Source: an optimization exercise on an open RTL-to-GDS flow (aim: small area, a short achievable clock period and few clock cycles per item). Production flows keep margins and buffers that such runs may drop.
Function was checked by simulation only, so behaviour that the tests miss may differ from the original.

// lab08_md5
module lab08_md5(
  input            clk,
  input            reset_n,
  input            start,
  input  [63:0]    msg_in,
  output           ready,
  output           done,
  output [127:0]   digest
);
Settings: LEC_CHECK=0, ABC_AREA=1, CAP_MARGIN=20, CORE_MARGIN=2, CORE_UTILIZATION=40, SETUP_SLACK_MARGIN=3, SLEW_MARGIN=20; clock period 11.0 ns.
run.sh (not shown) runs the stock make flow with config.mk's settings and CLKGATE_MAP_FILE= SYNTH_SCRIPT=/design/flow/synth_recipe.tcl, a recipe that flattens the netlist after the stock synthesis.
Testbench counts at the start, summed over its fixed seeds: cycles 13,072, hashes 192.
Rerun with:
- SETUP_SLACK_MARGIN: 3 -> 5
Effect:
- The new run finished clean
- clock-buffer cell count does not change
- die area is unchanged
- clock skew went up by 0.0074 ns
- hold slack is worse by 0.028 ns


The RTL this note starts from:
==> flow/design.v <==
`timescale 1ns / 1ps
module lab08_md5(
  input            clk,
  input            reset_n,
  input            start,
  input  [63:0]    msg_in,
  output           ready,
  output           done,
  output [127:0]   digest
);
reg  [6:0]  i;
reg         pend;             
reg         dn;
reg  [31:0] w0, w1;           
reg  [31:0] q, b, c, d;
wire acc  = start & ready;
wire idle = (i == 7'd127);
wire go   = idle & pend;
wire fin  = i[6];
assign ready  = ~pend & (i >= 7'd54);
assign done   = dn;
function [31:0] bswap(input [31:0] x);
  bswap = {x[7:0], x[15:8], x[23:16], x[31:24]};
endfunction
assign digest = {bswap(d), bswap(q), bswap(b), bswap(c)};
wire [6:0] n = i + 7'd1;
reg  [31:0] kn;
always @(*) begin
  case (n)
      7'd0: kn = 32'h3eafc779;
      7'd1: kn = 32'he8c7b756;
      7'd2: kn = 32'h2420715b;
      7'd3: kn = 32'hc1bdceee;
      7'd4: kn = 32'hf57c0faf;
      7'd5: kn = 32'h4787c62a;
      7'd6: kn = 32'ha8304613;
      7'd7: kn = 32'hfd469501;
      7'd8: kn = 32'h698098d8;
      7'd9: kn = 32'h8b44f7af;
      7'd10: kn = 32'hffff5bb1;
      7'd11: kn = 32'h895cd7be;
      7'd12: kn = 32'h6b901122;
      7'd13: kn = 32'hfd987193;
      7'd14: kn = 32'ha67943ce;
      7'd15: kn = 32'h49b40821;
      7'd16: kn = 32'hf61e2562;
      7'd17: kn = 32'hc040b340;
      7'd18: kn = 32'h265e5a51;
      7'd19: kn = 32'he9b6c7aa;
      7'd20: kn = 32'hd62f105d;
      7'd21: kn = 32'h02441453;
      7'd22: kn = 32'hd8a1e681;
      7'd23: kn = 32'he7d3fbc8;
      7'd24: kn = 32'h21e1cde6;
      7'd25: kn = 32'hc3370816;
      7'd26: kn = 32'hf4d50d87;
      7'd27: kn = 32'h455a14ed;
      7'd28: kn = 32'ha9e3e905;
      7'd29: kn = 32'hfcefa478;
      7'd30: kn = 32'h676f02d9;
      7'd31: kn = 32'h8d2a4c8a;
      7'd32: kn = 32'hfffa3942;
      7'd33: kn = 32'h8771f681;
      7'd34: kn = 32'h6d9d6122;
      7'd35: kn = 32'hfde5384c;
      7'd36: kn = 32'ha4beea44;
      7'd37: kn = 32'h4bdecfa9;
      7'd38: kn = 32'hf6bb4b60;
      7'd39: kn = 32'hbebfbc70;
      7'd40: kn = 32'h289b7ec6;
      7'd41: kn = 32'heaa127fa;
      7'd42: kn = 32'hd4ef3085;
      7'd43: kn = 32'h04881d05;
      7'd44: kn = 32'hd9d4d039;
      7'd45: kn = 32'he6db99e5;
      7'd46: kn = 32'h1fa27cf8;
      7'd47: kn = 32'hc4ac56e5;
      7'd48: kn = 32'hf4292244;
      7'd49: kn = 32'h432aff97;
      7'd50: kn = 32'hab9423e7;
      7'd51: kn = 32'hfc93a039;
      7'd52: kn = 32'h655b59c3;
      7'd53: kn = 32'h8f0ccc92;
      7'd54: kn = 32'hffeff47d;
      7'd55: kn = 32'h85845dd1;
      7'd56: kn = 32'h6fa87e4f;
      7'd57: kn = 32'hfe2ce6e0;
      7'd58: kn = 32'ha3014314;
      7'd59: kn = 32'h4e0811a1;
      7'd60: kn = 32'hf7537e82;
      7'd61: kn = 32'hbd3af235;
      7'd62: kn = 32'h2ad7d33b;
      7'd63: kn = 32'heb86d391;
      7'd64: kn = 32'h67452301;
      7'd65: kn = 32'h10325476;
      7'd66: kn = 32'h98badcfe;
      7'd67: kn = 32'hefcdab89;
    default: kn = 32'h0;
  endcase
end
reg [3:0] gn;
always @(*) begin
  case (n[5:4])
    2'd0: gn = n[3:0];
    2'd1: gn = n[3:0] * 4'd5 + 4'd1;
    2'd2: gn = n[3:0] * 4'd3 + 4'd5;
    default: gn = n[3:0] * 4'd7;
  endcase
end
wire [31:0] wn = n[6] ? 32'h0 : (gn == 4'd0) ? w0 : (gn == 4'd1) ? w1 : 32'h0;
reg [31:0] f;
always @(*) begin
  if (fin) f = 32'h0;
  else case (i[5:4])
    2'd0: f = d ^ (b & (c ^ d));
    2'd1: f = c ^ (d & (b ^ c));
    2'd2: f = b ^ c ^ d;
    default: f = c ^ (b | ~d);
  endcase
end
reg [4:0] s;
always @(*) begin
  if (fin) s = 5'd0;
  else case ({i[5:4], i[1:0]})
    4'd0:  s = 5'd7;  4'd1:  s = 5'd12; 4'd2:  s = 5'd17; 4'd3:  s = 5'd22;
    4'd4:  s = 5'd5;  4'd5:  s = 5'd9;  4'd6:  s = 5'd14; 4'd7:  s = 5'd20;
    4'd8:  s = 5'd4;  4'd9:  s = 5'd11; 4'd10: s = 5'd16; 4'd11: s = 5'd23;
    4'd12: s = 5'd6;  4'd13: s = 5'd10; 4'd14: s = 5'd15; default: s = 5'd21;
  endcase
end
wire [31:0] t  = q + f;
wire [31:0] r0 = s[0] ? {t[30:0],  t[31]}     : t;
wire [31:0] r1 = s[1] ? {r0[29:0], r0[31:30]} : r0;
wire [31:0] r2 = s[2] ? {r1[27:0], r1[31:28]} : r1;
wire [31:0] r3 = s[3] ? {r2[23:0], r2[31:24]} : r2;
wire [31:0] r4 = s[4] ? {r3[15:0], r3[31:16]} : r3;
wire [31:0] bn = (fin ? 32'h0 : b) + r4;
wire [31:0] qn = (go ? 32'h0 : d) + kn + wn;
always @(posedge clk) begin
  q <= qn;
  b <= go ? 32'hefcdab89 : bn;
  c <= go ? 32'h98badcfe : b;
  d <= go ? 32'h10325476 : c;
end
always @(posedge clk) begin
  if (acc) begin
    w0 <= bswap(msg_in[63:32]);
    w1 <= bswap(msg_in[31:0]);
  end
end
always @(posedge clk) begin
  if (~reset_n) begin
    i    <= 7'd127;
    pend <= 1'b0;
    dn   <= 1'b0;
  end else begin
    dn <= (i == 7'd66);
    if (acc) pend <= 1'b1;
    else if (go) pend <= 1'b0;
    if (i == 7'd66) i <= 7'd127;
    else if (~idle | go) i <= n;
  end
end
endmodule
clock: 11.0 ns
lec_check: 0
abc_area: 1
cap_margin: 20
core_margin: 2
core_utilization: 40
slew_margin: 20
The starting point went through all stages and came out clean.
Testbench counts at the start, summed over its fixed seeds: cycles 13,072, hashes 192.
==> next run, changes <==
--- a/flow/config.mk
+++ b/flow/config.mk
@@ -7,3 +7,2 @@
 export LEC_CHECK = 0
-export ABC_AREA = 1
 export CAP_MARGIN = 20
The new run completed with no timing, DRC or antenna violations.
Area after synthesis came out lower by 0.98%.
Maximum frequency shrinks by 9.3%.
Clock skew rises by 0.032 ns.
Critical path depth went down by 6.
Setup slack gets worse by 0.86 ns.
Die area went down by 0.97%.
Final area fell by 0.39%.
Cell count goes down by 16%.

-- separate check: timing with driven ports --
The results above use ideal ports. As a check the final layouts listed here were re-extracted and re-timed, cells and wires unchanged.
Step 1, drivers: a clkbuf_16 drives clk and a buf_2 each remaining input, both assumed.
Step 2, shift: input delay + t, output delay - t, t = (earliest + latest rising clock arrival at the registers) / 2. This alone moves slack from input paths to output paths.
Slacks: ideal ports / drivers / drivers and shift; pairs: ideal ports / drivers.
run | t (ns) | setup slack, ns | worst hold slack (ns)
the first run of note 1 | 0.653 | 4.540 / 4.580 / 3.926 | 0.520 / 0.520 / 0.520
the second run of note 1 | 0.653 | 5.236 / 5.276 / 4.622 | 0.492 / 0.492 / 0.492
the first run of note 2 | 0.625 | 2.612 / 2.612 / 2.612 | 0.511 / 0.511 / 0.511
the second run of note 2 | 0.617 | 1.750 / 1.750 / 1.750 | 0.539 / 0.539 / 0.539
After both steps every run listed still meets setup and hold.
